Context: an optimization exercise on an open-source flow, tuned for small area and a short achievable clock period. The choices shown serve that exercise and are no tape-out recipe.
RTL that was checked went through simulation tests only; none was proved equivalent to the original.
Function not checked in runs 6 and 7: the RTL went through the layout flow alone.
No activity file was given, so power comes from the tool's default toggle rates.

$ cat design/flow/config.mk
export PLATFORM = sky130hd
export DESIGN_NAME = pic_core
export DESIGN_NICKNAME = pic_core
export VERILOG_FILES = /design/flow/design.v
export SDC_FILE = /design/flow/constraint.sdc
export NUM_CORES = 4
export LEC_CHECK = 0
export CAP_MARGIN = 20
export CORE_MARGIN = 2
export CORE_UTILIZATION = 70
export CTS_CLUSTER_DIAMETER = 60
export CTS_CLUSTER_SIZE = 24
export SETUP_SLACK_MARGIN = 3.4
export SLEW_MARGIN = 20
$ cat design/flow/constraint.sdc
create_clock -name core_clock -period 5.0 [get_ports {clk}]
set_input_delay 1.0000 -clock core_clock [delete_from_list [all_inputs] [get_ports {clk}]]
set_output_delay 1.0000 -clock core_clock [all_outputs]
set_load 0.01 [all_outputs]
$ cat design/flow/run.sh
#!/bin/bash
# synth_recipe.tcl (not shown) runs the flow's synth.tcl, then flattens the netlist and writes it again
# the make line also repeats each setting of config.mk as NAME=value (left out here)
make -C /OpenROAD-flow-scripts/flow DESIGN_CONFIG=/design/flow/config.mk WORK_HOME=/design/flow/orfs CLKGATE_MAP_FILE= SYNTH_SCRIPT=/design/flow/synth_recipe.tcl finish
$ cat design/flow/design.v
module pic_core(
    input            clk,
    input            rst,
    input[31:0]      irq,
    output           exi,
    output[4:0]      exi_code,
    input            mgmt_req,
    input[31:0]      mgmt_adr,
    output reg       mgmt_ack,
    input            mgmt_rwn,
    input[1:0]       mgmt_wen,
    input[31:0]      mgmt_txd,
    output reg       mgmt_rxe,
    output[31:0]     mgmt_rxd
);
localparam LAT = 15;     
function le11(input[10:0] a, input[10:0] b);
    reg[15:0] l, ng;
    integer j, w;
    begin
        l  = 0;
        ng = 16'hffff;
        for(j = 0; j < 11; j = j + 1)
        begin
            l[j]  = !a[j] & b[j];
            ng[j] = !a[j] | b[j];
        end
        for(w = 8; w >= 1; w = w / 2)
            for(j = 0; j < w; j = j + 1)
            begin
                l[j]  = l[2*j+1] | (ng[2*j+1] & l[2*j]);
                ng[j] = l[2*j+1] | (ng[2*j+1] & ng[2*j]);
            end
        le11 = ng[0];
    end
endfunction
reg mgmt_fin, busy, issue;
always @(posedge clk or posedge rst)
begin
    if(rst)
    begin
        busy     <= 0;
        issue    <= 0;
        mgmt_fin <= 0;
    end else
    begin
        busy     <= !mgmt_fin && mgmt_req;
        issue    <= !busy     && mgmt_req;
        mgmt_fin <= issue;
    end
end
reg       rwn, wen, hit;
reg[4:0]  cfg_adr, cfg_din;
always @(posedge clk)
begin
    rwn     <= mgmt_rwn;
    wen     <= mgmt_wen[0];
    hit     <= mgmt_adr[15:5] == 11'd1;
    cfg_adr <= mgmt_adr[4:0];
    cfg_din <= mgmt_txd[4:0];
end
wire vld = issue && hit;
always @(posedge clk or posedge rst)
begin
    if(rst)
    begin
        mgmt_ack <= 0;
        mgmt_rxe <= 0;
    end else
    begin
        mgmt_ack <= vld;
        mgmt_rxe <= vld && rwn;
    end
end
reg[159:0] pri;
reg[4:0]   rd_adr;
reg[4:0]   rxd;
always @(posedge clk)
begin
    if(vld) rd_adr <= cfg_adr;
    rxd <= pri[rd_adr*5+:5];
end
genvar i;
generate
for(i = 0; i < 32; i = i + 1)
begin: g_pri
always @(posedge clk)
    if(vld && wen && cfg_adr == i) pri[i*5+:5] <= cfg_din;
end
endgenerate
assign mgmt_rxd = {27'd0, rxd};
reg[31:0]  nvld;         
reg[159:0] cnt;
generate
for(i = 0; i < 32; i = i + 1)
begin: g_line
always @(posedge clk)
    nvld[i] <= !irq[i];
always @(posedge clk or posedge rst)
begin
    if(rst) cnt[i*5+:5] <= 0;
    else    cnt[i*5+:5] <= cnt[i*5+:5] + (nvld[i] && irq[i] ? 5'd1 : 5'd0);
end
end
endgenerate
wire[10:0] key[0:31];
generate
for(i = 0; i < 32; i = i + 1)
begin: g_key
assign key[i] = {nvld[i], pri[i*5+:5], cnt[i*5+:5]};
end
endgenerate
wire[32*11-1:0] lv0;
generate
for(i = 0; i < 32; i = i + 1)
begin: g_lv0
assign lv0[i*11+:11] = key[i];
end
endgenerate
reg[16*12-1:0] lv1;
reg[8*13-1:0]  lv2;
reg[4*14-1:0]  lv3;
reg[2*15-1:0]  lv4;
reg[5:0]       lv5;
generate
for(i = 0; i < 16; i = i + 1)
begin: g_l1
    wire[10:0] a = lv0[(2*i)*11+:11], b = lv0[(2*i+1)*11+:11];
    wire w = le11(a, b);
    always @(posedge clk)
        lv1[i*12+:12] <= w ? {a, 1'b0} : {b, 1'b1};
end
for(i = 0; i < 8; i = i + 1)
begin: g_l2
    wire[11:0] a = lv1[(2*i)*12+:12], b = lv1[(2*i+1)*12+:12];
    wire w = le11(a[11:1], b[11:1]);
    always @(posedge clk)
        lv2[i*13+:13] <= w ? {a[11:1], 1'b0, a[0:0]} : {b[11:1], 1'b1, b[0:0]};
end
for(i = 0; i < 4; i = i + 1)
begin: g_l3
    wire[12:0] a = lv2[(2*i)*13+:13], b = lv2[(2*i+1)*13+:13];
    wire w = le11(a[12:2], b[12:2]);
    always @(posedge clk)
        lv3[i*14+:14] <= w ? {a[12:2], 1'b0, a[1:0]} : {b[12:2], 1'b1, b[1:0]};
end
for(i = 0; i < 2; i = i + 1)
begin: g_l4
    wire[13:0] a = lv3[(2*i)*14+:14], b = lv3[(2*i+1)*14+:14];
    wire w = le11(a[13:3], b[13:3]);
    always @(posedge clk)
        lv4[i*15+:15] <= w ? {a[13:3], 1'b0, a[2:0]} : {b[13:3], 1'b1, b[2:0]};
end
endgenerate
wire[14:0] fa = lv4[14:0], fb = lv4[29:15];
wire fw = le11(fa[14:4], fb[14:4]);
always @(posedge clk)
    lv5 <= fw ? {!fa[14], 1'b0, fa[3:0]} : {!fb[14], 1'b1, fb[3:0]};
reg[5:0] dly[6:LAT];
integer s;
always @(posedge clk)
begin
    dly[6] <= lv5;
    for(s = 7; s <= LAT; s = s + 1)
        dly[s] <= dly[s-1];
end
assign exi      = dly[LAT][5];
assign exi_code = dly[LAT][4:0];
endmodule
==> results of run 1 <==
Yosys cell counts (64+ instances only):
| cell type | count |
|---|---|
| sky130_fd_sc_hd__nand2b_1 | 94 |
| sky130_fd_sc_hd__maj3_1 | 124 |
| sky130_fd_sc_hd__nor2_1 | 67 |
| sky130_fd_sc_hd__nand3_1 | 95 |
| sky130_fd_sc_hd__nor2b_1 | 127 |
| sky130_fd_sc_hd__mux2_2 | 260 |
| sky130_fd_sc_hd__inv_1 | 314 |
| sky130_fd_sc_hd__dfrtp_1 | 165 |
| sky130_fd_sc_hd__edfxtp_1 | 165 |
| sky130_fd_sc_hd__xnor2_1 | 64 |
| sky130_fd_sc_hd__dfxtp_1 | 498 |
| sky130_fd_sc_hd__o21ai_0 | 91 |
| sky130_fd_sc_hd__ha_1 | 64 |
metrics by stage:
stage	total power (W)	cells	util	cell area, sq um	worst slack (ns)
4_1_cts	0.0227	3700	0.873	41700	2.80
3_5_place_dp	0.0168	3407	0.773	36900	2.38
2_1_floorplan	0.0151	2769	-	35900	1.90
6_report	0.0239	3806	0.902	43100	2.60
5_1_grt	0.0247	3806	0.902	43100	2.57
3_3_place_gp	0.0164	3407	0.773	36900	2.43
per-layer routing:
| metal | track usage | share of wire | vias up |
|---|---|---|---|
| met5 | 0 | 0.00073 | - |
| met4 | 0.123 | 0.053 | 10 |
| met3 | 0.0502 | 0.075 | 356 |
| met2 | 0.550 | 0.49 | 1178 |
| met1 | 0.425 | 0.38 | 11800 |
| li1 | - | - | 10400 |
layout by cell type, fill, tap and decap left out, drive strengths merged, types with 94 or more instances in the layout:
cell type,netlist,final
dfrtp,165,165
mux2,301,301
buf,62,344
edfxtp,165,165
dfxtp,498,498
maj3,127,127
inv,314,326
nand2b,94,94
nor2b,128,128
nand3,96,97
registers in the layout, indices dropped and copies added, names as in the netlist, 6 cells and up:
name / flops
lv4: 30
lv3: 56
cnt: 160
lv5: 6
lv2: 104
pri: 160
lv1: 192
nvld: 32
dly: 60
area by class of cell:
| class | count | area [sq um] | area share |
|---|---|---|---|
| flip-flops and latches | 828 | 19200 | 0.446 |
| multi-input cells | 1557 | 16400 | 0.381 |
| repair buffers | 406 | 3870 | 0.0898 |
| clock buffers | 64 | 1370 | 0.0317 |
| inverters | 314 | 1180 | 0.0275 |
| well taps | 615 | 769 | 0.0179 |
| clock inverters | 22 | 285 | 0.00662 |
logic make-up after synthesis:
kind of cell / after synthesis / synth area share
DFF: 828 / 0.562
and+or+nand+nor: 554 / 0.0968
buffers and inverters: 385 / 0.0499
muxes: 381 / 0.143
AOI/OAI and AO/OA: 307 / 0.0622
adders and majority gates: 191 / 0.0613
xor gates and xnor gates: 96 / 0.0248
other: 1 / 0.000111
final timing paths:
check,end,from,slack (ns)
max,lv1[56],pri[46],2.60
min,dly[13][2],dly[12][2],0.33
max reg2reg,lv1[56],pri[46],2.60
min reg2reg,dly[13][2],dly[12][2],0.33
max in group asynchronous,cnt[139],rst,3.56
min in group asynchronous,cnt[159],rst,0.79
repair_timing:
item                                    in CTS  in global routing
resized for setup                          479                164
pin swaps                                   96                 81
buffers inserted                           193                101
hold buffers                                 0                  0
endpoints found under the setup margin     742                544
gates cloned                                14                  5
power by group through the flow:
stage / registers (W) / clock network [W] / logic [W]
floorplan: 0.0101 / 0 / 0.00500
global placement: 0.0106 / 0 / 0.00585
detailed placement: 0.0107 / 0 / 0.00610
CTS: 0.0107 / 0.00447 / 0.00761
global route: 0.0111 / 0.00474 / 0.00892
finish: 0.0109 / 0.00449 / 0.00848
==> reports/metrics.yaml, run 1 <==
outcome: "finished clean"
min_path_type: "reg2reg"
total_grt_overflow: 0
cts_made_buffers: 48
ys_ff_latch: 828
critical_path_arrival_ns: 2.93
synth_area_leaders: "sky130_fd_sc_hd__dfxtp_1 29%, sky130_fd_sc_hd__edfxtp_1 15%, sky130_fd_sc_hd__dfrtp_1 12%"
power_report.internal_total_w: 0.0159
initial_core_util: 0.710
vias_per_cell: 6.23
post_route_cells_drive_above_1_share: 0.390
clock-sinks: 828
timing.critical_path.fanout_max: 6
totalWireLength_um: 93400
seq_power_share: 0.457
core_region_area_sq_um: 47700
fmax_achieved_mhz: 416
synthesized_area_divided_by_synthesized_cell_count_sq_um: 12.4
die_height_um: 224
hold_path_stages: 0
synth-async-reset-ratio: 0.199
worst_path_dominant_cell_family: "simple AND/OR/NAND/NOR gates"
crit_path_cell_trace: "inv_1 > nand3_1 > o21ai_0 > or3_4 > o211ai_1 > buf_4 > mux2_4"
worst_path_max_delay_cell: "sky130_fd_sc_hd__edfxtp_1"
clock_tree.buffer_depth: 3
num_io_pins: 142
clock_power_share: 0.188
die-area_sq_um: 50200
post_route_setup_tns_ns: 0
timing.critical_path.buf_inv: 2
worst_setup_path_end_kind: "register"
dr.pass1.iters: 5
grt_first_pass_wirelength_um: 126000
share_comb_of_total_power: 0.355
cts-root-buf: "sky130_fd_sc_hd__clkbuf_16"
dp.final_hpwl_um: 51300
place.port_buffers: 70
required_ns: 5.52
postSynthCellCount: 2743
tritoncts: "done"
power.net_switching_w: 0.00794
global_route.usage.total: 0.325
cp.depth: 7
switching_share: 0.333
grt_pass1_vias: 23000
fin_hold_viols: 0
detail_route.drc_violations: 0
detailedRoute.firstIterationViolations: 2343
final.period_utilization: 0.481
most_instantiated_flip_flop_cell_in_the_synthesis_netlist: "sky130_fd_sc_hd__dfxtp_1"
setup.worst_path.start_class: "register"
combined_area_of_all_synthesized_cells_sq_um: 33900
clock_skew_ns: 0.0297
worstMarginPinSlew_ns: 0.719
hold_ws_ns: 0.331
ir_worst_vdd_mv: 0.414
pin_count_of_the_biggest_net_entering_global_routing: 84
num_antenna_cells: 0
clk_transition_reported_paths_ns: 0.09
timing.slew.headroom: 0.519
synth-warning-count: 2
yosys_top_cell_area_share: 0.294
avgRoutedWirePerCell_um: 24.5
routabilityCongestion: 0.872
timing_max_transition_violations_final: 0
pwr_density_cell_nw_per_um2: 554
synth_edf_count: 165
post-synth-top-area-cell: "sky130_fd_sc_hd__dfxtp_1"
grt_setup_unrepaired: "true"
setup_viol_count_final: 0
nNetsFinal: 3321
num_vias: 23700
die_w_um: 224
grt_antenna_before_repair: 8
worst_skew_pair.late_latency_ns: 0.64
maxCapViolCount: 0
fraction_of_the_yosys_area_taken_by_sequential_cells: 0.562
path_class: "reg2reg"
ant_nets_after_route: 0
flow.area_growth_from_synthesis_pct: 27.1
filler_cell_count_in_the_final_layout: 1883
worst-r2r-cell-count: 7
std_cell_rows: 80
cts_max_level: 2
max_stage_delay_ns: 0.47
fin_crit_ns: 2.40
distinct_cell_type_count_after_synthesis: 53
power.static_leakage_nw: 18.5
==> run 2, diff against run 1 <==
==> design/flow/config.mk (replaced) <==
export PLATFORM = sky130hd
export DESIGN_NAME = pic_core
export DESIGN_NICKNAME = pic_core
export VERILOG_FILES = /design/flow/design.v
export SDC_FILE = /design/flow/constraint.sdc
export NUM_CORES = 4
export LEC_CHECK = 0
export ABC_AREA = 1
export CAP_MARGIN = 20
export CORE_MARGIN = 2
export CORE_UTILIZATION = 72
export CTS_BUF_LIST = sky130_fd_sc_hd__clkbuf_8 sky130_fd_sc_hd__clkbuf_16
export CTS_CLUSTER_DIAMETER = 100
export CTS_CLUSTER_SIZE = 24
export SETUP_SLACK_MARGIN = 3.5
export SLEW_MARGIN = 20
export TNS_END_PERCENT = 0
==> run 2 against run 1 <==
First-iteration DRC count increased by 11%. Register-to-register slack improved by 0.37 ns. Core utilization fell by 13 points. Wire length is 15% lower. Sequential share of layout area rose by 5.6 points. Final area fell by 12%. Critical path type is now reg2out.
==> reports/metrics.yaml, run 2 <==
outcome: "finished clean"
dp.final_hpwl_um: 57000  # +11%
min_path_type: "reg2reg"
seq_power_share: 0.524  # +0.067
detailedRoute.firstIterationViolations: 2608  # +11%
maxCapViolCount: 0  # unchanged
synth_compound_area_frac: 0.0429  # -0.0193
ant_nets_after_route: 0  # unchanged
worst_setup_path_end_kind: "output pin"
fmax_achieved_mhz: 471  # +13%
synth-warning-count: 2  # unchanged
synthesized_area_divided_by_synthesized_cell_count_sq_um: 7.91  # -36%
detail_route.drc_violations: 0  # unchanged
ir_worst_vdd_mv: 0.421  # +1.8%
post-synth-top-area-cell: "sky130_fd_sc_hd__dfxtp_1"
cts_made_buffers: 40  # -17%
yosys.area_share.adder: 0.0223  # -0.0390
cts_max_level: 2  # unchanged
dr.pass1.iters: 5  # unchanged
worstMarginPinSlew_ns: 0.993  # +0.274 ns
timing.slew.headroom: 0.338  # -0.181
synth_area_leaders: "sky130_fd_sc_hd__dfxtp_1 28%, sky130_fd_sc_hd__nand2_1 19%, sky130_fd_sc_hd__edfxtp_1 14%"
post_route_cells_drive_above_1_share: 0.0332  # -0.357
clock-sinks: 828  # unchanged
required_ns: 4.00  # -1.52 ns
pin_count_of_the_biggest_net_entering_global_routing: 166  # +98%
synth.top_cells.by_count: "1844 x sky130_fd_sc_hd__nand2_1, 571 x sky130_fd_sc_hd__inv_1, 498 x sky130_fd_sc_hd__dfxtp_1"
biggestRegsByFlops: "lv1 (192), cnt (160), pri (160)"
grt_pass1_vias: 25400  # +10%
worst_path_dominant_cell_family: "flip-flops"
clock_power_share: 0.178  # -0.010
nNetsFinal: 4711  # +42%
power.net_switching_w: 0.00760  # -4.2%
max_flop_register: "lv1"
power.static_leakage_nw: 20.0  # +7.7%
synth_most_common_cell: "sky130_fd_sc_hd__nand2_1"
global_route.usage.total: 0.310  # -0.0146
flow.area_growth_from_synthesis_pct: 5.82
regToRegEndpoint: "pri[109]"
distinct_cell_type_count_after_synthesis: 31  # -42%
cts-root-buf: "sky130_fd_sc_hd__clkbuf_16"
ff2ff_setup_slack_ns: 2.97  # +0.37 ns
clk_transition_reported_paths_ns: 0.10  # about the same
hold_path_startpoint: "dly[14][3]"
worst_path_max_delay_cell: "sky130_fd_sc_hd__dfrtp_1"
routabilityCongestion: 0.924  # +5.9%
worst-r2r-cell-count: 4  # -3
ys_ff_latch: 828  # unchanged
clock_skew_ns: 0.0175  # -0.0121 ns
die-area_sq_um: 51700  # +3.0%
final.period_utilization: 0.425  # -0.0565
crit_path_cell_trace: "buf_6"
path_class: "reg2out"
timing.critical_path.buf_inv: 1  # -1
total_grt_overflow: 0  # unchanged
avgRoutedWirePerCell_um: 15.1  # -38%
timing.critical_path.fanout_max: 1  # -5
num_io_pins: 142  # unchanged
post_route_setup_tns_ns: 0  # unchanged
initial_core_util: 0.732  # +0.0224
mux_share_of_post_synthesis_cell_area: 0  # -0.143
power_report.internal_total_w: 0.0125  # -22%
clock_tree.buffer_depth: 3  # unchanged
setup_viol_count_final: 0  # unchanged
die_height_um: 227  # +1.5%
worst_skew_pair.late_latency_ns: 0.60  # -0.04 ns
fin_crit_ns: 2.12  # -0.282 ns
finish.utilization: 0.775  # -0.128
core_region_area_sq_um: 49100  # +2.7%
max_stage_delay_ns: 0.39  # -0.08 ns
hold_path_stages: 0  # unchanged
pwr_density_cell_nw_per_um2: 528  # -4.7%
grt_first_pass_wirelength_um: 125000  # -0.68%
crit-reg2reg-launch: "issue"
tritoncts: "done"
fraction_of_the_yosys_area_taken_by_sequential_cells: 0.531  # -0.0317
std_cell_rows: 81  # +1.3%
share_comb_of_total_power: 0.298  # -0.057
switching_share: 0.379  # +0.0462
mostFrequentLayoutCell: "sky130_fd_sc_hd__nand2_1"
synth_top_family_by_area: "simple AND/OR/NAND/NOR gates"
combined_area_of_all_synthesized_cells_sq_um: 35900  # +6.0%
synth_simple_gate_area_frac: 0.291  # +0.194
most-common-layout-cells: "1840 x sky130_fd_sc_hd__nand2_1, 594 x sky130_fd_sc_hd__inv_1, 491 x sky130_fd_sc_hd__dfxtp_1, 470 x sky130_fd_sc_hd__nand3_1"
critical_path_arrival_ns: 1.12  # -1.81 ns
vias_per_cell: 5.31  # -15%
fin_hold_viols: 0  # unchanged
synth_edf_count: 165  # unchanged
grt_setup_unrepaired: "true"
min_to: "dly[15][3]"
most_instantiated_flip_flop_cell_in_the_synthesis_netlist: "sky130_fd_sc_hd__dfxtp_1"
synth-async-reset-ratio: 0.199  # unchanged
largest_reg_flops: 192  # unchanged
hold_ws_ns: 0.332  # +0.000810 ns
yosys_top_cell_area_share: 0.278  # -0.0166
die_w_um: 227  # +1.5%
timing_max_transition_violations_final: 0  # unchanged
num_vias: 27800  # +17%
place.port_buffers: 70  # unchanged
synth_xor_area_frac: 0.0234  # -0.00140
grt_antenna_before_repair: 3  # -5
postSynthCellCount: 4541  # +66%
totalWireLength_um: 79100  # -15%
setup.worst_path.start_class: "register"
num_antenna_cells: 0  # unchanged
run 2: cell types whose count changed after synthesis, sizes merged, moves of 76 or more:
| cell | previous run | this run |
|---|---|---|
| nand2b | 94 | 0 |
| or2 | 1 | 77 |
| nand3 | 96 | 470 |
| nor2b | 128 | 0 |
| nand2 | 11 | 1866 |
| mux2 | 301 | 0 |
| maj3 | 127 | 0 |
| inv | 314 | 581 |
run 2: cell type report:
class / count / area [sq um]
Fill cell: 3620 / 11100
Timing Repair Buffer: 85 / 821
Multi-Input combinational cell: 2981 / 13800
Timing Repair inverter: 1 / 7.51
Sequential cell: 828 / 19100
Inverter: 608 / 2290
Clock buffer: 41 / 1030
Clock inverter: 29 / 131
Tap cell: 664 / 831
run 2: cells by family after synthesis:
logic type | after synthesis
buffers and inverters | 758
other | 1
AND/OR/NAND/NOR | 2535
flip-flops | 828
adder cells (fa/ha/maj) | 64
AO/OA/AOI/OAI | 259
XOR/XNOR | 96
run 2: per-layer routing:
layer	track usage	wire length [um]	part of all wire	up-vias
met5	0	0	0	-
met2	0.500	35800	0.45	898
li1	-	-	-	14000
met3	0.0560	6340	0.080	129
met1	0.427	34800	0.44	12700
met4	0.104	2190	0.028	0
run 2: stage by stage:
stage	power, W	cells	area (sq um)	setup slack, ns
6_report	0.0201	5237	38000	2.88
5_1_grt	0.0216	5237	38000	2.85
4_1_cts	0.0201	5235	37900	2.86
3_5_place_dp	0.0166	5161	36700	2.46
3_3_place_gp	0.0163	5161	36700	2.48
2_1_floorplan	0.0149	4567	36000	1.90
run 2: how the worst max path moves through the flow:
| stage | cells after the start | startpoint | slack, ns | endpoint |
|---|---|---|---|---|
| after floorplan | 1 | rst | 1.90 | busy |
| after global placement | 10 | rd_adr[0] | 2.48 | rxd[0] |
| after detailed placement | 11 | rd_adr[0] | 2.46 | rxd[3] |
| after CTS | 1 | mgmt_ack | 2.86 | mgmt_ack |
| after global routing | 4 | issue | 2.85 | pri[107] |
| final | 1 | mgmt_ack | 2.88 | mgmt_ack |
run 2: timing repair:
item / in CTS / in global routing
setup buffers: 3 / 1
cloned: 1 / 1
hold buffers: 0 / 0
hold endpoints to repair: 0 / 0
setup endpoints to repair: 791 / 829
resized for setup: 75 / 14
run 2: power by group through the flow:
stage / clock network (W) / logic [W] / registers [W]
CTS: 0.00362 / 0.00599 / 0.0105
detailed placement: 0 / 0.00597 / 0.0106
floorplan: 0 / 0.00492 / 0.0100
global route: 0.00385 / 0.00696 / 0.0107
finish: 0.00357 / 0.00598 / 0.0105
global placement: 0 / 0.00573 / 0.0105
==> run 3, diff against run 2 <==
==> design/flow/flow/run.sh (new file) <==
#!/bin/bash
# The standard layout, with plain buffers on the ports instead of the
# delay cells buffer_ports picks by default. Each ORFS step also keeps its
# own log under orfs/logs; make's output is kept in flow_make.log.
set -euo pipefail
bash standard.sh BUFFER_PORTS_ARGS="-buffer_cell sky130_fd_sc_hd__buf_2" finish > flow_make.log 2>&1
==> design/flow/standard.sh (new file) <==
#!/bin/bash
# synth_recipe.tcl (not shown) runs the flow's synth.tcl, then flattens the netlist and writes it again
# the make line also repeats each setting of config.mk as NAME=value (left out here)
make -C /OpenROAD-flow-scripts/flow DESIGN_CONFIG=/design/flow/config.mk WORK_HOME=/design/flow/orfs CLKGATE_MAP_FILE= SYNTH_SCRIPT=/design/flow/synth_recipe.tcl "${@:-finish}"
--- a/design/flow/config.mk
+++ b/design/flow/config.mk
@@ -9,5 +9,5 @@
 export CAP_MARGIN = 20
 export CORE_MARGIN = 2
-export CORE_UTILIZATION = 72
+export CORE_UTILIZATION = 60
 export CTS_BUF_LIST = sky130_fd_sc_hd__clkbuf_8 sky130_fd_sc_hd__clkbuf_16
 export CTS_CLUSTER_DIAMETER = 100
removed: design/flow/run.sh
==> run 3 against run 2 <==
Hold slack got worse by 0.0052 ns. Die area rose by 20%. Clock skew rose by 0.0034 ns. Synthesized cell count did not move. Final area fell by 0.13%. Final cell count rose by 2.1%. Combinational power fell by 2%. Largest cell class unchanged. First-iteration DRC count fell by 27%. Fmax rose by 0.35%.
==> reports/metrics.yaml, run 3 <==
fmax_achieved_mhz: 473  # +0.35%
grt_antenna_before_repair: 3  # unchanged
fin_crit_ns: 2.12  # -0.00746 ns
worst_path_max_delay_cell: "sky130_fd_sc_hd__dfrtp_1"
combined_area_of_all_synthesized_cells_sq_um: 35900  # unchanged
worstMarginPinSlew_ns: 1.02  # +0.0291 ns
num_vias: 26800  # -3.4%
post_route_setup_tns_ns: 0  # unchanged
clk_transition_reported_paths_ns: 0.09  # about the same
most_instantiated_flip_flop_cell_in_the_synthesis_netlist: "sky130_fd_sc_hd__dfxtp_1"
cts-root-buf: "sky130_fd_sc_hd__clkbuf_16"
worst_setup_path_end_kind: "output pin"
postSynthCellCount: 4541  # unchanged
core_region_area_sq_um: 59100  # +21%
fraction_of_the_yosys_area_taken_by_sequential_cells: 0.531  # unchanged
most-common-layout-cells: "1836 x sky130_fd_sc_hd__nand2_1, 593 x sky130_fd_sc_hd__inv_1, 493 x sky130_fd_sc_hd__dfxtp_1, 470 x sky130_fd_sc_hd__nand3_1"
critical_path_arrival_ns: 1.12  # about the same
final.setup.worst_slack_ns: 2.88  # +0.00746 ns
clock-sinks: 828  # unchanged
synth-warning-count: 2  # unchanged
detailedRoute.firstIterationViolations: 1910  # -27%
required_ns: 4.00  # about the same
die-area_sq_um: 61800  # +20%
synth_area_leaders: "sky130_fd_sc_hd__dfxtp_1 28%, sky130_fd_sc_hd__nand2_1 19%, sky130_fd_sc_hd__edfxtp_1 14%"
yosys_top_cell_area_share: 0.278  # unchanged
pin_count_of_the_biggest_net_entering_global_routing: 83  # -50%
outcome: "finished clean"
power.static_leakage_nw: 20.0  # about the same
cts_made_buffers: 40  # unchanged
clock_skew_ns: 0.0209  # +0.00341 ns
pwr_density_cell_nw_per_um2: 526  # -0.41%
tritoncts: "done"
grt_setup_unrepaired: "true"
synth_edf_count: 165  # unchanged
flow.area_growth_from_synthesis_pct: 5.68
ir_worst_vdd_mv: 0.393  # -6.6%
die_height_um: 249  # +9.4%
nNetsFinal: 4713  # +0.042%
detail_route.drc_violations: 0  # unchanged
dp.final_hpwl_um: 58000  # +1.8%
timing_max_transition_violations_final: 0  # unchanged
pre_cts_ws_ns: 2.27  # -0.181 ns
final.period_utilization: 0.423  # -0.00149
routabilityCongestion: 0.872  # -5.6%
total_grt_overflow: 0  # unchanged
timing.slew.headroom: 0.319  # -0.0194
clock_tree.buffer_depth: 3  # unchanged
min_path_type: "reg2reg"
post_route_cells_drive_above_1_share: 0.0529  # +0.0197
setup.worst_path.start_class: "register"
synth.top_cells.by_count: "1844 x sky130_fd_sc_hd__nand2_1, 571 x sky130_fd_sc_hd__inv_1, 498 x sky130_fd_sc_hd__dfxtp_1"
mostFrequentLayoutCell: "sky130_fd_sc_hd__nand2_1"
num_antenna_cells: 0  # unchanged
synth-async-reset-ratio: 0.199  # unchanged
initial_core_util: 0.607  # -0.125
filler_cell_count_in_the_final_layout: 5207  # +44%
die_w_um: 249  # +9.4%
fin_hold_viols: 0  # unchanged
vias_per_cell: 5.02  # -5.4%
timing.critical_path.buf_inv: 1  # unchanged
global_route.usage.total: 0.257  # -0.0537
totalWireLength_um: 79200  # +0.12%
crit_path_cell_trace: "buf_2"
num_io_pins: 142  # unchanged
synth_most_common_cell: "sky130_fd_sc_hd__nand2_1"
synthesized_area_divided_by_synthesized_cell_count_sq_um: 7.91  # unchanged
post-synth-top-area-cell: "sky130_fd_sc_hd__dfxtp_1"
final-seq-area_sq_um: 19100  # about the same
timing.critical_path.fanout_max: 1  # unchanged
combined_area_of_the_multi_input_logic_cells_sq_um: 13900  # +0.71%
place.port_buffers: 70  # unchanged
grt_first_pass_wirelength_um: 127000  # +1.0%
dr.pass1.iters: 22  # +17
ys_ff_latch: 828  # unchanged
max_flop_register: "lv1"
worst_path_dominant_cell_family: "flip-flops"
ant_nets_after_route: 0  # unchanged
worst_skew_pair.late_latency_ns: 0.61  # about the same
path_class: "reg2out"
cts_hold_buffers: 0  # unchanged
largest_reg_flops: 192  # unchanged
max_stage_delay_ns: 0.38  # about the same
setup_viol_count_final: 0  # unchanged
avgRoutedWirePerCell_um: 14.8  # -2.0%
maxCapViolCount: 0  # unchanged
grt_pass1_vias: 24300  # -4.4%
distinct_cell_type_count_after_synthesis: 31  # unchanged
cts_max_level: 2  # unchanged
biggestRegsByFlops: "lv1 (192), cnt (160), pri (160)"
std_cell_rows: 89  # +9.9%
[run 3: kinds of logic (layout without fill, tap and decap cells)]
group | Yosys count | in the layout | share of synthesized area
AO/OA/AOI/OAI | 259 | 259 | 0.0429
XOR/XNOR | 96 | 96 | 0.0234
adder cells (fa/ha/maj) | 64 | 64 | 0.0223
buffers and inverters | 758 | 766 | 0.0900
flip-flops | 828 | 828 | 0.531
other | 1 | 27 | 0.000104
AND/OR/NAND/NOR | 2535 | 2535 | 0.291
[run 3: repair_timing]
| action | in CTS | in global routing |
|---|---|---|
| setup buffers | 1 | 3 |
| pin swaps | 0 | 0 |
| resized for setup | 20 | 48 |
| cloned | 0 | 1 |
| setup endpoints to repair | 527 | 619 |
[run 3: per-layer routing]
metal | global-route usage | share of wire | vias to the layer above | wire (um)
met5 | 0 | 0.00016 | - | 13
met3 | 0.0289 | 0.056 | 97 | 4440
met4 | 0.0701 | 0.024 | 2 | 1890
met2 | 0.395 | 0.44 | 585 | 34500
met1 | 0.386 | 0.48 | 12100 | 38400
li1 | - | - | 14000 | -
[run 3: power by group]
group | switching [W] | leakage, nW | internal [W]
combinational | 0.00375 | 11.7 | 0.00213
sequential | 0.00171 | 7.58 | 0.00880
clock | 0.00206 | 0.652 | 0.00151
[run 3: path summary, 6_finish.rpt]
check / start / endpoint / slack (ns) / cells past startpoint
worst max-delay path: mgmt_rxe / mgmt_rxe / 2.88 / 1
worst min-delay path: dly[9][0] / dly[10][0] / 0.33 / 0
worst max register to register: rd_adr[0] / rxd[0] / 2.92 / 10
worst min register to register: dly[9][0] / dly[10][0] / 0.33 / 0
max in group asynchronous: rst / cnt[14] / 3.61 / 3
min in group asynchronous: rst / cnt[140] / 0.47 / 2
[run 3: per-stage QoR]
stage	power, W	cells	instance area [sq um]	hold slack, ns	util
final	0.0200	5348	37900	0.327	0.642
after global routing	0.0216	5348	37900	0.334	0.642
after CTS	0.0201	5344	37800	0.330	0.639
after detailed placement	0.0165	5273	36500	0.312	0.617
after global placement	0.0164	5273	36500	0.310	0.617
after floorplan	0.0149	4567	36000	0.310	-
[run 3: cell type report]
type | count | area share
clock buffers | 41 | 0.0270
clock inverters | 29 | 0.00336
inverters | 608 | 0.0604
multi-input cells | 2981 | 0.367
flip-flops and latches | 828 | 0.502
well taps | 773 | 0.0255
repair buffers | 88 | 0.0145
==> run 4, diff against run 3 <==
--- a/design/flow/config.mk
+++ b/design/flow/config.mk
@@ -6,5 +6,4 @@
 export NUM_CORES = 4
 export LEC_CHECK = 0
-export ABC_AREA = 1
 export CAP_MARGIN = 20
 export CORE_MARGIN = 2
==> run 4 against run 3 <==
Still clean. Die area is 5.6% lower. Sequential share of layout area is 1.7 points higher. Wire length is 11% lower. Synthesized area is 5.6% lower. Clock power is 1% lower. Total power is 4.3% lower. Hold slack worse by 0.0022 ns. Largest cell class unchanged.
==> reports/metrics.yaml, run 4 <==
clk_transition_reported_paths_ns: 0.10  # about the same
power.net_switching_w: 0.00599  # -20%
nNetsFinal: 3045  # -35%
most_instantiated_flip_flop_cell_in_the_synthesis_netlist: "sky130_fd_sc_hd__dfxtp_1"
most-common-layout-cells: "494 x sky130_fd_sc_hd__dfxtp_1, 342 x sky130_fd_sc_hd__inv_1, 257 x sky130_fd_sc_hd__mux2_2, 165 x sky130_fd_sc_hd__edfxtp_1, 164 x sky130_fd_sc_hd__dfrtp_1"
pre_cts_ws_ns: 2.21  # -0.0638 ns
synth_area_leaders: "sky130_fd_sc_hd__dfxtp_1 29%, sky130_fd_sc_hd__edfxtp_1 15%, sky130_fd_sc_hd__dfrtp_1 12%"
initial_core_util: 0.604  # -0.00287
post_route_cells_drive_above_1_share: 0.184  # +0.131
flow.area_growth_from_synthesis_pct: 8.36
synth-warning-count: 2  # unchanged
grt_first_pass_wirelength_um: 109000  # -14%
setup.worst_path.start_class: "register"
grt_antenna_before_repair: 4  # +1
die_height_um: 242  # -2.8%
final.setup.worst_slack_ns: 2.69  # -0.191 ns
final.period_utilization: 0.461  # +0.0382
global_route.usage.total: 0.237  # -0.0198
cts_made_buffers: 40  # unchanged
dr.pass1.iters: 5  # -77%
path_class: "reg2reg"
switching_share: 0.314  # -0.0629
setup_viol_count_final: 0  # unchanged
worst_setup_path_end_kind: "register"
timing.slew.headroom: 0.311  # -0.00714
crit_path_cell_trace: "buf_6 > clkbuf_16 > mux4_2 > mux4_2 > mux2_4"
synthesized_area_divided_by_synthesized_cell_count_sq_um: 12.4  # +56%
ys_ff_latch: 828  # unchanged
max_flop_register: "lv1"
combined_area_of_all_synthesized_cells_sq_um: 33900  # -5.6%
placedCellCount: 3532  # -33%
vias_per_cell: 5.50  # +9.6%
finish.utilization: 0.655  # +0.0132
dp.final_hpwl_um: 49700  # -14%
pin_count_of_the_biggest_net_entering_global_routing: 99  # +19%
clock_tree.buffer_depth: 3  # unchanged
fmax_achieved_mhz: 434  # -8.3%
max_stage_delay_ns: 0.57  # +0.19 ns
min_path_type: "reg2reg"
synth-async-reset-ratio: 0.199  # unchanged
fraction_of_the_yosys_area_taken_by_sequential_cells: 0.562  # +0.0317
detailedRoute.firstIterationViolations: 1277  # -33%
critical_path_arrival_ns: 2.78  # +1.66 ns
routabilityCongestion: 0.864  # -0.96%
totalWireLength_um: 70100  # -11%
worst_skew_pair.late_latency_ns: 0.60  # about the same
total_grt_overflow: 0  # unchanged
largest_reg_flops: 192  # unchanged
final-seq-area_sq_um: 19100  # unchanged
fin_crit_ns: 2.31  # +0.191 ns
share_comb_of_total_power: 0.269  # -0.026
die_w_um: 242  # -2.8%
timing.critical_path.buf_inv: 2  # +1
timing.critical_path.fanout_max: 5  # +4
cts-root-buf: "sky130_fd_sc_hd__clkbuf_16"
timing_max_transition_violations_final: 0  # unchanged
std_cell_rows: 87  # -2.2%
synth_edf_count: 165  # unchanged
cts_max_level: 2  # unchanged
maxCapViolCount: 0  # unchanged
grt_setup_unrepaired: "true"
num_vias: 20200  # -25%
outcome: "finished clean"
worstMarginPinSlew_ns: 1.03  # +0.0107 ns
place.port_buffers: 70  # unchanged
power_report.internal_total_w: 0.0131  # +5.3%
synth.top_cells.by_count: "498 x sky130_fd_sc_hd__dfxtp_1, 314 x sky130_fd_sc_hd__inv_1, 260 x sky130_fd_sc_hd__mux2_2"
required_ns: 5.47  # +1.47 ns
postSynthCellCount: 2743  # -40%
die-area_sq_um: 58400  # -5.6%
distinct_cell_type_count_after_synthesis: 53  # +71%
clock-sinks: 828  # unchanged
grt_pass1_vias: 20300  # -16%
fin_hold_viols: 0  # unchanged
ir_worst_vdd_mv: 0.436  # +11%
number_of_cells_in_the_finished_layout_apart_from_fillers: 3664  # -31%
worst_path_max_delay_cell: "sky130_fd_sc_hd__mux4_2"
core_region_area_sq_um: 56100  # -5.2%
pwr_density_cell_nw_per_um2: 520  # -1.1%
post-synth-top-area-cell: "sky130_fd_sc_hd__dfxtp_1"
post_route_setup_tns_ns: 0  # unchanged
tritoncts: "done"
seq_power_share: 0.546  # +0.019
fin_total_pwr_w: 0.0191  # -4.3%
detail_route.drc_violations: 0  # unchanged
synth_most_common_cell: "sky130_fd_sc_hd__dfxtp_1"
cts_hold_buffers: 0  # unchanged
power.static_leakage_nw: 15.3  # -24%
clock_skew_ns: 0.0197  # -0.00118 ns
mostFrequentLayoutCell: "sky130_fd_sc_hd__dfxtp_1"
worst_path_dominant_cell_family: "multiplexers"
biggestRegsByFlops: "lv1 (192), cnt (160), pri (160)"
path_common_cell: "sky130_fd_sc_hd__mux4_2"
num_io_pins: 142  # unchanged
avgRoutedWirePerCell_um: 19.1  # +29%
ant_nets_after_route: 0  # unchanged
combined_area_of_the_multi_input_logic_cells_sq_um: 13400  # -3.7%
yosys_top_cell_area_share: 0.294  # +0.0166
clock_power_share: 0.185  # +0.006
filler_cell_count_in_the_final_layout: 4312  # -17%
num_antenna_cells: 0  # unchanged
[run 4: cell count changes after synthesis, moves of 75 or more]
cell and change:
sky130_fd_sc_hd__nand2b_1 +94, sky130_fd_sc_hd__or2_1 -75, sky130_fd_sc_hd__inv_1 -257, sky130_fd_sc_hd__nor2b_1 +127
sky130_fd_sc_hd__mux2_2 +260, sky130_fd_sc_hd__nand3_1 -375, sky130_fd_sc_hd__nand2_1 -1833, sky130_fd_sc_hd__maj3_1 +124
[run 4: power by group through the flow]
stage / Combinational, W / Sequential [W] / Clock [W]
2_1_floorplan: 0.00407 / 0.00999 / 0
3_3_place_gp: 0.00479 / 0.0105 / 0
3_5_place_dp: 0.00491 / 0.0105 / 0
4_1_cts: 0.00508 / 0.0104 / 0.00364
5_1_grt: 0.00571 / 0.0107 / 0.00388
6_report: 0.00513 / 0.0104 / 0.00353
[run 4: final timing paths]
kind                       cells after the start        end  slack (ns)       from
setup / recovery                               5     rxd[1]        2.69  rd_adr[0]
hold / removal                                 0  dly[8][5]        0.32  dly[7][5]
setup reg to reg                               5     rxd[1]        2.69  rd_adr[0]
hold reg to reg                                0  dly[8][5]        0.32  dly[7][5]
max in group asynchronous                      3     cnt[3]        3.64        rst
min in group asynchronous                      3   cnt[130]        0.49        rst
[run 4: timing repair]
action | in CTS | in global routing
cloned | 1 | 7
endpoints found under the hold margin | 0 | 0
pin swaps | 16 | 4
setup buffers | 32 | 21
setup endpoints to repair | 535 | 546
gates resized for setup | 15 | 18
[run 4: logic make-up (layout without fill, tap and decap cells)]
kind of cell             count (synthesis)  after routing  synth area share
AND/OR/NAND/NOR                        554            554            0.0968
AO/OA/AOI/OAI                          307            310            0.0622
XOR/XNOR                                96             96            0.0248
buffers and inverters                  385            521            0.0499
adder cells (fa/ha/maj)                191            191            0.0613
flip-flops                             828            828             0.562
other                                    1             27          0.000111
multiplexers                           381            381             0.143
[run 4: worst register-to-register path: stages (launching register included)]
cell and delay [ns]:
sky130_fd_sc_hd__edfxtp_1 0.38, sky130_fd_sc_hd__buf_6 0.18, sky130_fd_sc_hd__clkbuf_16 0.20, sky130_fd_sc_hd__mux4_2 0.58, sky130_fd_sc_hd__mux4_2 0.53, sky130_fd_sc_hd__mux2_4 0.32
[run 4: layout make-up]
class                      count  share of cell area
clock buffer                  41              0.0279
inverter                     314              0.0322
tap                          756              0.0258
sequential                   828               0.519
timing repair buffer         136              0.0265
multi-input combinational   1559               0.365
clock inverter                30             0.00327
[run 4: stage by stage]
stage	area, sq um	hold WS, ns
final	36700	0.325
after global routing	36700	0.336
after CTS	36300	0.330
after detailed placement	34800	0.312
after global placement	34800	0.310
after floorplan	34000	0.310
[run 4: per-layer routing]
layer  global-route usage  vias to the layer above  routed length (um)
met3               0.0245                      104                2970
li1                     -                     9784                   -
met4               0.0639                        0                1700
met2                0.381                      389               32200
met5                    0                        -                   0
met1                0.344                     9878               33300
==> run 5, diff against run 4 <==
--- a/design/flow/config.mk
+++ b/design/flow/config.mk
@@ -6,4 +6,5 @@
 export NUM_CORES = 4
 export LEC_CHECK = 0
+export ABC_AREA = 1
 export CAP_MARGIN = 20
 export CORE_MARGIN = 2
@@ -12,5 +13,5 @@
 export CTS_CLUSTER_DIAMETER = 100
 export CTS_CLUSTER_SIZE = 24
-export SETUP_SLACK_MARGIN = 3.5
+export SETUP_SLACK_MARGIN = 3.0
 export SLEW_MARGIN = 20
 export TNS_END_PERCENT = 0
==> run 5 against run 4 <==
Register-to-register slack improved by 0.22 ns. Via count rose by 33%. Global-route usage grew 1.9 points. Count of clock-buffer cells in the layout unchanged. Synthesized cell count grew 66%. First-iteration DRC count is 51% higher. Final cell count grew 46%. Combinational power up 15%. Clock power is 1% higher. Critical path depth fell by 4. Critical endpoint is now mgmt_rxe. Largest power group unchanged.
==> reports/metrics.yaml, run 5 <==
placedCellCount: 5273  # +49%
ir_worst_vdd_mv: 0.391  # -10%
num_antenna_cells: 0  # unchanged
cts_hold_buffers: 0  # unchanged
timing.slew.headroom: 0.346  # +0.0347
grt_pass1_vias: 24200  # +19%
totalWireLength_um: 79100  # +13%
timing_max_transition_violations_final: 0  # unchanged
distinct_cell_type_count_after_synthesis: 31  # -42%
synth-async-reset-ratio: 0.199  # unchanged
pwr_density_cell_nw_per_um2: 527  # +1.4%
dr.pass1.iters: 22  # +17
detailed_place.area_sq_um: 36500  # +4.7%
final_cell_area_sq_um: 37800  # +3.1%
synth_xor_area_frac: 0.0234  # -0.00140
filler_cell_count_in_the_final_layout: 5223  # +21%
timing.critical_path.buf_inv: 1  # -1
required_ns: 4.00  # -1.47 ns
place.port_buffers: 70  # unchanged
worst_skew_pair.late_latency_ns: 0.61  # about the same
vias_per_cell: 5.01  # -8.9%
min_path_type: "reg2reg"
num_io_pins: 142  # unchanged
core_region_area_sq_um: 59100  # +5.5%
post_route_cells_drive_above_1_share: 0.0461  # -0.138
synth_top_family_by_area: "simple AND/OR/NAND/NOR gates"
power.static_leakage_nw: 20.0  # +31%
post-synth-top-area-cell: "sky130_fd_sc_hd__dfxtp_1"
ant_nets_after_route: 0  # unchanged
synth_compound_area_frac: 0.0429  # -0.0193
dp.final_hpwl_um: 58000  # +17%
synth_edf_count: 165  # unchanged
yosys_top_cell_area_share: 0.278  # -0.0166
critical_path_arrival_ns: 1.12  # -1.66 ns
grt_setup_unrepaired: "true"
grt_first_pass_wirelength_um: 127000  # +16%
avgRoutedWirePerCell_um: 14.8  # -23%
synth_most_common_cell: "sky130_fd_sc_hd__nand2_1"
die_w_um: 249  # +2.9%
routabilityCongestion: 0.872  # +0.97%
postSynthCellCount: 4541  # +66%
synth.top_cells.by_count: "1844 x sky130_fd_sc_hd__nand2_1, 571 x sky130_fd_sc_hd__inv_1, 498 x sky130_fd_sc_hd__dfxtp_1"
biggestRegsByFlops: "lv1 (192), cnt (160), pri (160)"
path_class: "reg2out"
num_vias: 26800  # +33%
synth_simple_gate_area_frac: 0.291  # +0.194
synth-warning-count: 2  # unchanged
share_comb_of_total_power: 0.295  # +0.026
max_stage_delay_ns: 0.38  # -0.19 ns
setup_viol_count_final: 0  # unchanged
worstMarginPinSlew_ns: 0.981  # -0.0520 ns
die_height_um: 249  # +2.9%
combined_area_of_all_synthesized_cells_sq_um: 35900  # +6.0%
flow.area_growth_from_synthesis_pct: 5.37
setup.worst_path.start_class: "register"
tritoncts: "done"
die-area_sq_um: 61800  # +5.9%
power.net_switching_w: 0.00752  # +26%
cts-root-buf: "sky130_fd_sc_hd__clkbuf_16"
mux_share_of_post_synthesis_cell_area: 0  # -0.143
maxCapViolCount: 0  # unchanged
synth_area_leaders: "sky130_fd_sc_hd__dfxtp_1 28%, sky130_fd_sc_hd__nand2_1 19%, sky130_fd_sc_hd__edfxtp_1 14%"
largest_reg_flops: 192  # unchanged
pin_count_of_the_biggest_net_entering_global_routing: 83  # -16%
global_route.usage.total: 0.256  # +0.0193
ys_ff_latch: 828  # unchanged
fin_crit_ns: 2.12  # -0.191 ns
std_cell_rows: 89  # +2.3%
outcome: "finished clean"
fraction_of_the_yosys_area_taken_by_sequential_cells: 0.531  # -0.0317
nNetsFinal: 4713  # +55%
number_of_cells_in_the_finished_layout_apart_from_fillers: 5348  # +46%
most-common-layout-cells: "1840 x sky130_fd_sc_hd__nand2_1, 593 x sky130_fd_sc_hd__inv_1, 493 x sky130_fd_sc_hd__dfxtp_1, 470 x sky130_fd_sc_hd__nand3_1"
switching_share: 0.377  # +0.0630
power_report.internal_total_w: 0.0124  # -5.1%
clock_skew_ns: 0.0186  # -0.00109 ns
worst_path_max_delay_cell: "sky130_fd_sc_hd__dfrtp_1"
clock_tree.buffer_depth: 3  # unchanged
post_route_setup_tns_ns: 0  # unchanged
clk_transition_reported_paths_ns: 0.09  # about the same
crit_path_cell_trace: "buf_2"
fin_hold_viols: 0  # unchanged
worst_setup_path_end_kind: "output pin"
detailedRoute.firstIterationViolations: 1926  # +51%
detail_route.drc_violations: 0  # unchanged
cts_max_level: 2  # unchanged
seq_power_share: 0.527  # -0.019
grt_antenna_before_repair: 3  # -1
fmax_achieved_mhz: 473  # +9.0%
total_grt_overflow: 0  # unchanged
final.period_utilization: 0.423  # -0.0382
worst_path_dominant_cell_family: "flip-flops"
yosys.area_share.adder: 0.0223  # -0.0390
max_flop_register: "lv1"
clock_power_share: 0.179  # -0.006
clock-sinks: 828  # unchanged
timing.critical_path.fanout_max: 1  # -4
cts_made_buffers: 40  # unchanged
mostFrequentLayoutCell: "sky130_fd_sc_hd__nand2_1"
synthesized_area_divided_by_synthesized_cell_count_sq_um: 7.91  # -36%
initial_core_util: 0.607  # +0.00287
most_instantiated_flip_flop_cell_in_the_synthesis_netlist: "sky130_fd_sc_hd__dfxtp_1"
run 5: changes by cell type after synthesis, sizes merged, moves of 51 or more:
cell    change
nand2    +1855
nand3     +374
mux2      -301
inv       +267
nor2b     -128
maj3      -127
nand2b     -94
or2        +76
buf        +74
a31oi      +62
and2       -62
o211ai     -51
run 5: cells by family (layout without fill, tap and decap cells):
logic type,after synthesis,in the layout
compound gates,259,259
xor+xnor,96,96
fa+ha+maj,64,64
buf+inv,758,766
flops,828,828
other cells,1,27
simple gates,2535,2535
run 5: cell type report:
class	instances	area, sq um	share of cell area
Tap cell	773	967	0.0256
Timing Repair Buffer	88	544	0.0144
Inverter	608	2290	0.0606
Clock buffer	41	1030	0.0271
Clock inverter	29	128	0.00337
Multi-Input combinational cell	2981	13800	0.365
Sequential cell	828	19100	0.504
run 5: what timing repair did:
| action | in CTS | in global routing |
|---|---|---|
| setup buffers | 1 | 3 |
| pin swaps | 0 | 0 |
| gates cloned | 0 | 1 |
| endpoints found under the hold margin | 0 | 0 |
| endpoints found under the setup margin | 159 | 323 |
| gates resized for setup | 4 | 28 |
run 5: routing by layer:
| metal | track usage | part of all wire | vias to the layer above |
|---|---|---|---|
| li1 | - | - | 14000 |
| met1 | 0.386 | 0.48 | 12000 |
| met2 | 0.394 | 0.43 | 624 |
| met3 | 0.0289 | 0.058 | 103 |
| met4 | 0.0689 | 0.023 | 2 |
| met5 | 0 | 0.000089 | - |
run 5: worst paths after layout:
check	startpoint	endpoint	slack [ns]	cells past startpoint
worst min-delay path	dly[9][0]	dly[10][0]	0.33	0
worst max-delay path	mgmt_rxe	mgmt_rxe	2.88	1
max in group asynchronous	rst	cnt[14]	3.61	3
worst min register to register	dly[9][0]	dly[10][0]	0.33	0
worst max register to register	rd_adr[0]	rxd[3]	2.91	10
min in group asynchronous	rst	cnt[140]	0.47	2
run 5: metrics by stage:
stage	power, W	utilization	hold slack, ns	setup slack, ns
finish	0.0200	0.640	0.327	2.88
detailed placement	0.0165	0.617	0.312	2.27
CTS	0.0201	0.637	0.330	2.65
floorplan	0.0149	-	0.310	1.90
global route	0.0216	0.640	0.334	2.83
global placement	0.0164	0.617	0.310	2.28
run 5: worst reg2reg max path: stages (launching register included):
cell and delay (ns):
sky130_fd_sc_hd__edfxtp_1 0.41, sky130_fd_sc_hd__buf_12 0.23, sky130_fd_sc_hd__clkinvlp_4 0.15, sky130_fd_sc_hd__buf_4 0.26, sky130_fd_sc_hd__o211ai_1 0.29, sky130_fd_sc_hd__nand3_1 0.17
sky130_fd_sc_hd__nand2_1 0.18, sky130_fd_sc_hd__nand2_1 0.06, sky130_fd_sc_hd__nand2_1 0.08, sky130_fd_sc_hd__nand2_1 0.05, sky130_fd_sc_hd__nand2_1 0.13
run 5: power groups by stage:
stage	Clock [W]	Sequential (W)	Combinational, W
after CTS	0.00369	0.0105	0.00592
after global placement	0	0.0106	0.00576
final	0.00357	0.0105	0.00588
after detailed placement	0	0.0106	0.00590
after global routing	0.00391	0.0108	0.00692
after floorplan	0	0.0100	0.00492
==> run 6, diff against run 5 <==
--- a/design/flow/design.v
+++ b/design/flow/design.v
@@ -79,5 +79,13 @@
 begin
     if(vld) rd_adr <= cfg_adr;
-    rxd <= pri[rd_adr*5+:5];
+    rxd <= rd_data;
+end
+reg[4:0] rd_data;
+integer r;
+always @(*)
+begin
+    rd_data = 0;
+    for(r = 0; r < 32; r = r + 1)
+        rd_data = rd_data | ({5{rd_adr == r}} & pri[r*5+:5]);
 end
 genvar i;
--- a/design/flow/config.mk
+++ b/design/flow/config.mk
@@ -6,5 +6,4 @@
 export NUM_CORES = 4
 export LEC_CHECK = 0
-export ABC_AREA = 1
 export CAP_MARGIN = 20
 export CORE_MARGIN = 2
@@ -13,5 +12,5 @@
 export CTS_CLUSTER_DIAMETER = 100
 export CTS_CLUSTER_SIZE = 24
-export SETUP_SLACK_MARGIN = 3.0
+export SETUP_SLACK_MARGIN = 3.5
 export SLEW_MARGIN = 20
 export TNS_END_PERCENT = 0
==> run 6 against run 5 <==
Register-to-register slack lost 0.18 ns. Sequential cell count unchanged. First-iteration DRC count is 15% lower. Combinational power down 4.8%. Wire length increased by 5.5%. Critical path depth up 5. Synthesized cell count shrank 39%. Final area shrank 0.19%. Via count fell by 19%. Sequential share of layout area grew 0.10 points. Hold slack got worse by 0.00056 ns.
==> reports/metrics.yaml, run 6 <==
pin_count_of_the_biggest_net_entering_global_routing: 166  # +100%
worstMarginPinSlew_ns: 0.947  # -0.0338 ns
detailed_place.area_sq_um: 34600  # -5.1%
path_class: "reg2reg"
synthesized_area_divided_by_synthesized_cell_count_sq_um: 12.0  # +52%
num_io_pins: 142  # unchanged
avgRoutedWirePerCell_um: 22.1  # +49%
clock_skew_ns: 0.0244  # +0.00578 ns
vias_per_cell: 5.78  # +15%
clock-sinks: 828  # unchanged
detailedRoute.firstIterationViolations: 1637  # -15%
core_region_area_sq_um: 55200  # -6.6%
critical_path_arrival_ns: 2.75  # +1.63 ns
outcome: "finished clean"
max_flop_register: "lv1"
synth-warning-count: 2  # unchanged
ir_worst_vdd_mv: 0.410  # +4.7%
initial_core_util: 0.608  # about the same
filler_cell_count_in_the_final_layout: 4077  # -22%
synth_area_leaders: "sky130_fd_sc_hd__dfxtp_1 30%, sky130_fd_sc_hd__edfxtp_1 15%, sky130_fd_sc_hd__dfrtp_1 12%"
min_path_type: "reg2reg"
cts-root-buf: "sky130_fd_sc_hd__clkbuf_16"
biggestRegsByFlops: "lv1 (192), cnt (160), pri (160)"
synth_top_family_by_area: "multiplexers"
distinct_cell_type_count_after_synthesis: 67  # +120%
clk_transition_reported_paths_ns: 0.10  # about the same
timing.critical_path.fanout_max: 4  # +3
synth-async-reset-ratio: 0.199  # unchanged
timing_max_transition_violations_final: 0  # unchanged
synth_xor_area_frac: 0.0251  # +0.00165
routabilityCongestion: 0.939  # +7.7%
synth_most_common_cell: "sky130_fd_sc_hd__dfxtp_1"
largest_reg_flops: 192  # unchanged
std_cell_rows: 86  # -3.4%
grt.met1_usage: 0.390  # +0.00421
fin_hold_viols: 0  # unchanged
final.period_utilization: 0.454  # +0.0307
final_cell_area_sq_um: 37800  # -0.19%
cts_max_level: 2  # unchanged
totalWireLength_um: 83500  # +5.5%
synth_edf_count: 165  # unchanged
grt_first_pass_wirelength_um: 127000  # +0.63%
synth_compound_area_frac: 0.105  # +0.0618
die-area_sq_um: 57800  # -6.5%
synth_simple_gate_area_frac: 0.0896  # -0.201
postSynthCellCount: 2791  # -39%
fin_crit_ns: 2.27  # +0.153 ns
timing.slew.headroom: 0.369  # +0.0226
num_antenna_cells: 0  # unchanged
setup_viol_count_final: 0  # unchanged
place.port_buffers: 70  # unchanged
post_route_setup_tns_ns: 0  # unchanged
fmax_achieved_mhz: 441  # -6.8%
post-synth-top-area-cell: "sky130_fd_sc_hd__dfxtp_1"
met2_usage_in_global_routing: 0.496  # +0.102
total_grt_overflow: 0  # unchanged
tritoncts: "done"
most-common-layout-cells: "493 x sky130_fd_sc_hd__dfxtp_1, 309 x sky130_fd_sc_hd__inv_1, 193 x sky130_fd_sc_hd__mux2_2, 165 x sky130_fd_sc_hd__dfrtp_1, 165 x sky130_fd_sc_hd__edfxtp_1"
grt_antenna_before_repair: 2  # -1
die_height_um: 240  # -3.3%
mux_share_of_post_synthesis_cell_area: 0.106  # +0.106
worst_skew_pair.late_latency_ns: 0.61  # about the same
clock_tree.buffer_depth: 3  # unchanged
globalRouteMet3Util: 0.0414  # +0.0126
yosys_top_cell_area_share: 0.297  # +0.0196
die_w_um: 240  # -3.3%
fraction_of_the_yosys_area_taken_by_sequential_cells: 0.568  # +0.0374
global_route.peak_usage_layer: "met2"
pwr_density_cell_nw_per_um2: 519  # -1.5%
num_vias: 21800  # -19%
mostFrequentLayoutCell: "sky130_fd_sc_hd__dfxtp_1"
most_instantiated_flip_flop_cell_in_the_synthesis_netlist: "sky130_fd_sc_hd__dfxtp_1"
worst_setup_path_end_kind: "register"
maxCapViolCount: 0  # unchanged
hold_ws_ns: 0.326  # -0.000561 ns
post_route_cells_drive_above_1_share: 0.206  # +0.160
synth.top_cells.by_count: "498 x sky130_fd_sc_hd__dfxtp_1, 282 x sky130_fd_sc_hd__inv_1, 208 x sky130_fd_sc_hd__mux2_2"
combined_area_of_all_synthesized_cells_sq_um: 33500  # -6.6%
setup.worst_path.start_class: "register"
ant_nets_after_route: 0  # unchanged
detail_route.drc_violations: 0  # unchanged
power.static_leakage_nw: 15.5  # -22%
ys_ff_latch: 828  # unchanged
required_ns: 5.48  # +1.48 ns
grt_setup_unrepaired: "true"
flow.area_growth_from_synthesis_pct: 12.6
dr.pass1.iters: 5  # -77%
yosys.area_share.adder: 0.0615  # +0.0392
dp.final_hpwl_um: 60500  # +4.2%
cts_made_buffers: 40  # unchanged
global_route.usage.total: 0.292  # +0.0354
nNetsFinal: 3162  # -33%
grt_pass1_vias: 21900  # -9.6%
run 6: power by group:
| group | internal (W) | switching, W | total, W | leakage, nW |
|---|---|---|---|---|
| combinational | 0.00306 | 0.00255 | 0.00560 | 7.14 |
| sequential | 0.00876 | 0.00163 | 0.0104 | 7.66 |
| clock | 0.00153 | 0.00209 | 0.00362 | 0.682 |
run 6: routing by layer:
metal,vias up,wire [um]
li1,10200,-
met1,10900,35700
met2,634,40400
met3,128,5180
met4,0,2220
met5,-,0
run 6: per-stage QoR:
step                power [W]  std cells   util  worst slack, ns
finish                 0.0196       3776  0.684             2.73
global route           0.0207       3776  0.684             2.77
CTS                    0.0196       3772  0.682             2.86
detailed placement     0.0152       3583  0.627             2.11
global placement       0.0150       3582  0.627             2.17
floorplan              0.0137       2817      -             1.90
run 6: path summary, 6_finish.rpt:
kind / start / end / slack, ns / cells after the start
max in group asynchronous: rst / cnt[92] / 3.64 / 3
min in group asynchronous: rst / cnt[35] / 0.66 / 3
setup reg to reg: rd_adr[3] / rxd[0] / 2.73 / 6
setup / recovery: rd_adr[3] / rxd[0] / 2.73 / 6
hold reg to reg: dly[11][2] / dly[12][2] / 0.33 / 0
hold / removal: dly[11][2] / dly[12][2] / 0.33 / 0
run 6: cells by family (layout without fill, tap and decap cells):
kind of cell,after synthesis,in the layout
flip-flops,828,828
AND/OR/NAND/NOR,576,576
AO/OA/AOI/OAI,437,437
buffers and inverters,351,562
multiplexers,317,317
adder cells (fa/ha/maj),185,185
XOR/XNOR,96,96
other,1,27
run 6: layout make-up:
| cell class | instances | area, sq um | share of cell area |
|---|---|---|---|
| Multi-Input combinational cell | 1638 | 13700 | 0.363 |
| Sequential cell | 828 | 19100 | 0.505 |
| Tap cell | 748 | 936 | 0.0248 |
| Timing Repair Buffer | 205 | 1800 | 0.0476 |
| Clock buffer | 42 | 1040 | 0.0275 |
| Inverter | 283 | 1070 | 0.0284 |
| Clock inverter | 32 | 138 | 0.00364 |
run 6: what timing repair did:
action	4_1_cts	5_1_grt
pin swaps	52	10
hold buffers	0	0
cloned	4	0
endpoints found under the setup margin	535	602
buffers inserted	111	4
gates resized for setup	138	22
run 6: worst max-delay path, stage by stage, from the launching register on:
cell                        delay, ns
sky130_fd_sc_hd__edfxtp_1        0.54
sky130_fd_sc_hd__buf_4           0.24
sky130_fd_sc_hd__mux2i_1         0.35
sky130_fd_sc_hd__o21ai_0         0.20
sky130_fd_sc_hd__and3_1          0.26
sky130_fd_sc_hd__a2111oi_4       0.42
sky130_fd_sc_hd__nand4_1         0.15
==> run 7, diff against run 6 <==
--- a/design/flow/config.mk
+++ b/design/flow/config.mk
@@ -6,4 +6,5 @@
 export NUM_CORES = 4
 export LEC_CHECK = 0
+export ABC_AREA = 1
 export CAP_MARGIN = 20
 export CORE_MARGIN = 2
==> run 7 against run 6 <==
Die area rose by 7.2%. Sequential cell count did not move. Sequential share of layout area fell by 0.55 points. Final cell count rose by 47%. Critical path type unchanged. Largest cell class unchanged.
==> reports/metrics.yaml, run 7 <==
detailedRoute.firstIterationViolations: 2226  # +36%
path_class: "reg2reg"
fin_crit_ns: 2.12  # -0.145 ns
grt_pass1_vias: 25400  # +16%
pin_count_of_the_biggest_net_entering_global_routing: 85  # -49%
final_cell_area_sq_um: 38200  # +1.1%
setup.worst_path.start_class: "register"
most_instantiated_flip_flop_cell_in_the_synthesis_netlist: "sky130_fd_sc_hd__dfxtp_1"
postSynthCellCount: 4709  # +69%
num_vias: 27700  # +27%
outcome: "finished clean"
grt_first_pass_wirelength_um: 133000  # +4.3%
dp.final_hpwl_um: 64100  # +5.9%
required_ns: 5.53  # +0.05 ns
cts_max_level: 2  # unchanged
timing.critical_path.fanout_max: 5  # +1
critical_path_arrival_ns: 2.65  # -0.10 ns
synth_area_leaders: "sky130_fd_sc_hd__dfxtp_1 28%, sky130_fd_sc_hd__nand2_1 21%, sky130_fd_sc_hd__edfxtp_1 14%"
cts-root-buf: "sky130_fd_sc_hd__clkbuf_16"
crit_path_cell_trace: "inv_1 > nor2_1 > nand2_1 > nor2_2 > nand2_1 > o21ai_0 > nor2_1 > nand2_1 > nor2_1 > nand2_1"
path_common_cell: "sky130_fd_sc_hd__nand2_1"
total_grt_overflow: 0  # unchanged
worst_setup_path_end_kind: "register"
final.period_utilization: 0.425  # -0.0290
synth_edf_count: 165  # unchanged
tritoncts: "done"
std_cell_rows: 89  # +3.5%
global_route.usage.total: 0.270  # -0.0219
hold_ws_ns: 0.311  # -0.0147 ns
post_route_cells_drive_above_1_share: 0.0430  # -0.163
max_stage_delay_ns: 0.48  # -0.06 ns
flow.area_growth_from_synthesis_pct: 6.07
die-area_sq_um: 62000  # +7.2%
synth-async-reset-ratio: 0.199  # unchanged
cts_made_buffers: 40  # unchanged
ff2ff_setup_slack_ns: 2.88  # +0.15 ns
die_height_um: 249  # +3.5%
distinct_cell_type_count_after_synthesis: 30  # -55%
timing_max_transition_violations_final: 0  # unchanged
synth.top_cells.by_count: "2044 x sky130_fd_sc_hd__nand2_1, 678 x sky130_fd_sc_hd__inv_1, 498 x sky130_fd_sc_hd__dfxtp_1"
routabilityCongestion: 0.960  # +2.2%
detailed_place.area_sq_um: 36900  # +6.5%
fin_total_pwr_w: 0.0206  # +5.2%
num_io_pins: 142  # unchanged
ir_worst_vdd_mv: 0.380  # -7.2%
synth-warning-count: 2  # unchanged
ant_nets_after_route: 0  # unchanged
min_path_type: "in2async"
biggestRegsByFlops: "lv1 (192), cnt (160), pri (160)"
clk_transition_reported_paths_ns: 0.09  # about the same
nNetsFinal: 4907  # +55%
clock-sinks: 828  # unchanged
ys_ff_latch: 828  # unchanged
detail_route.drc_violations: 0  # unchanged
combined_area_of_all_synthesized_cells_sq_um: 36000  # +7.3%
die_w_um: 249  # +3.5%
worstMarginPinSlew_ns: 0.690  # -0.257 ns
worst_path_max_delay_cell: "sky130_fd_sc_hd__edfxtp_1"
worst-r2r-cell-count: 10  # +4
mostFrequentLayoutCell: "sky130_fd_sc_hd__nand2_1"
yosys_top_cell_area_share: 0.277  # -0.0202
post_route_setup_tns_ns: 0  # unchanged
regToRegEndpoint: "rxd[3]"
setup_viol_count_final: 0  # unchanged
worst_skew_pair.late_latency_ns: 0.62  # about the same
max_flop_register: "lv1"
clock_skew_ns: 0.0254  # +0.000997 ns
fmax_achieved_mhz: 471  # +6.8%
pwr_density_cell_nw_per_um2: 541  # +4.1%
crit-reg2reg-launch: "rd_adr[0]"
grt_antenna_before_repair: 4  # +2
finish.utilization: 0.646  # -0.0387
avgRoutedWirePerCell_um: 15.0  # -32%
fraction_of_the_yosys_area_taken_by_sequential_cells: 0.529  # -0.0385
power.static_leakage_nw: 21.0  # +35%
maxCapViolCount: 0  # unchanged
synthesized_area_divided_by_synthesized_cell_count_sq_um: 7.64  # -36%
largest_reg_flops: 192  # unchanged
post-synth-top-area-cell: "sky130_fd_sc_hd__dfxtp_1"
totalWireLength_um: 83000  # -0.54%
fin_hold_viols: 0  # unchanged
synth_most_common_cell: "sky130_fd_sc_hd__nand2_1"
vias_per_cell: 4.99  # -14%
place.port_buffers: 70  # unchanged
grt_setup_unrepaired: "true"
dr.pass1.iters: 5  # unchanged
filler_cell_count_in_the_final_layout: 5224  # +28%
initial_core_util: 0.609  # +0.000894
timing.slew.headroom: 0.540  # +0.171
clock_tree.buffer_depth: 3  # unchanged
core_region_area_sq_um: 59100  # +7.1%
most-common-layout-cells: "2024 x sky130_fd_sc_hd__nand2_1, 702 x sky130_fd_sc_hd__inv_1, 497 x sky130_fd_sc_hd__dfxtp_1, 429 x sky130_fd_sc_hd__nand3_1, 225 x sky130_fd_sc_hd__nor2_1"
==> run 7: changes by cell type in the layout (fill, tap and decap cells not counted), moves of 58 or more <==
cell                       change
sky130_fd_sc_hd__nand2b_1     -96
sky130_fd_sc_hd__xor2_1       +64
sky130_fd_sc_hd__buf_4        -71
sky130_fd_sc_hd__xnor2_1      -64
sky130_fd_sc_hd__mux2_1       -87
sky130_fd_sc_hd__nand3_1     +340
sky130_fd_sc_hd__o22ai_1      -64
sky130_fd_sc_hd__a21boi_0     +58
sky130_fd_sc_hd__maj3_1       -74
sky130_fd_sc_hd__nor2b_1     -107
sky130_fd_sc_hd__nor2_1      +158
sky130_fd_sc_hd__inv_1       +393
sky130_fd_sc_hd__mux2_2      -193
sky130_fd_sc_hd__nand2_1    +1929
==> run 7: metrics by stage <==
step	setup slack, ns	cells
2_1_floorplan	1.90	4735
3_3_place_gp	2.68	5471
3_5_place_dp	2.67	5471
4_1_cts	2.84	5542
5_1_grt	2.83	5542
6_report	2.88	5543
==> run 7: per-layer routing <==
| layer | global-route usage | routed length, um |
|---|---|---|
| met3 | 0.0361 | 4910 |
| met2 | 0.436 | 37400 |
| met4 | 0.0731 | 2100 |
| met5 | 0 | 0 |
| met1 | 0.384 | 38600 |
==> run 7: final cells by class <==
type / instances / area [sq um] / area share
timing repair buffer: 86 / 483 / 0.0127
sequential: 828 / 19100 / 0.499
clock buffer: 40 / 1000 / 0.0262
multi-input combinational: 3106 / 13900 / 0.365
clock inverter: 30 / 176 / 0.00462
antenna: 1 / 2.50 / 0.0000656
inverter: 679 / 2550 / 0.0669
tap: 773 / 967 / 0.0253
==> run 7: repair_timing <==
item | CTS | global route
hold buffers | 0 | 0
endpoints found under the hold margin | 0 | 0
setup endpoints to repair | 606 | 610
resized for setup | 11 | 23
setup buffers | 1 | 0
==> run 7: cell families (layout without fill, tap and decap cells) <==
kind of cell	count (synthesis)	in the layout	share of synthesized area
buffers and inverters	801	835	0.0888
AOI/OAI and AO/OA	172	172	0.0312
xor gates and xnor gates	96	96	0.0234
adders and majority gates	64	64	0.0223
DFF	828	828	0.529
other	1	28	0.000104
and+or+nand+nor	2747	2747	0.305
==> run 7: where the power goes <==
part           total (W)  switching, W  internal [W]
registers         0.0105       0.00164       0.00887
logic            0.00651       0.00427       0.00225
clock network    0.00361       0.00209       0.00151
total             0.0206       0.00800        0.0126
==> run 7: critical path: cells and delay by family, from the launching register on <==
family / cells / cell delay, ns
compound gates: 1 / 0.12
flops: 1 / 0.48
buf+inv: 1 / 0.09
simple gates: 8 / 1.36
==> run 7: worst max path at each step <==
stage	startpoint	endpoint	slack (ns)	cells after the start
floorplan	rst	busy	1.90	1
global placement	rst	cnt[41]	2.68	4
detailed placement	rst	cnt[45]	2.67	4
CTS	mgmt_rxe	mgmt_rxe	2.84	1
global route	pri[55]	lv1[69]	2.83	10
finish	rd_adr[0]	rxd[3]	2.88	10

Setup slack of run 7, layout unchanged: 2.876 ns with ideal ports, 2.818 ns with driving cells assumed (clock clkbuf_16, inputs buf_2), 2.754 ns with port delays also shifted by the 0.661 ns mid clock arrival.
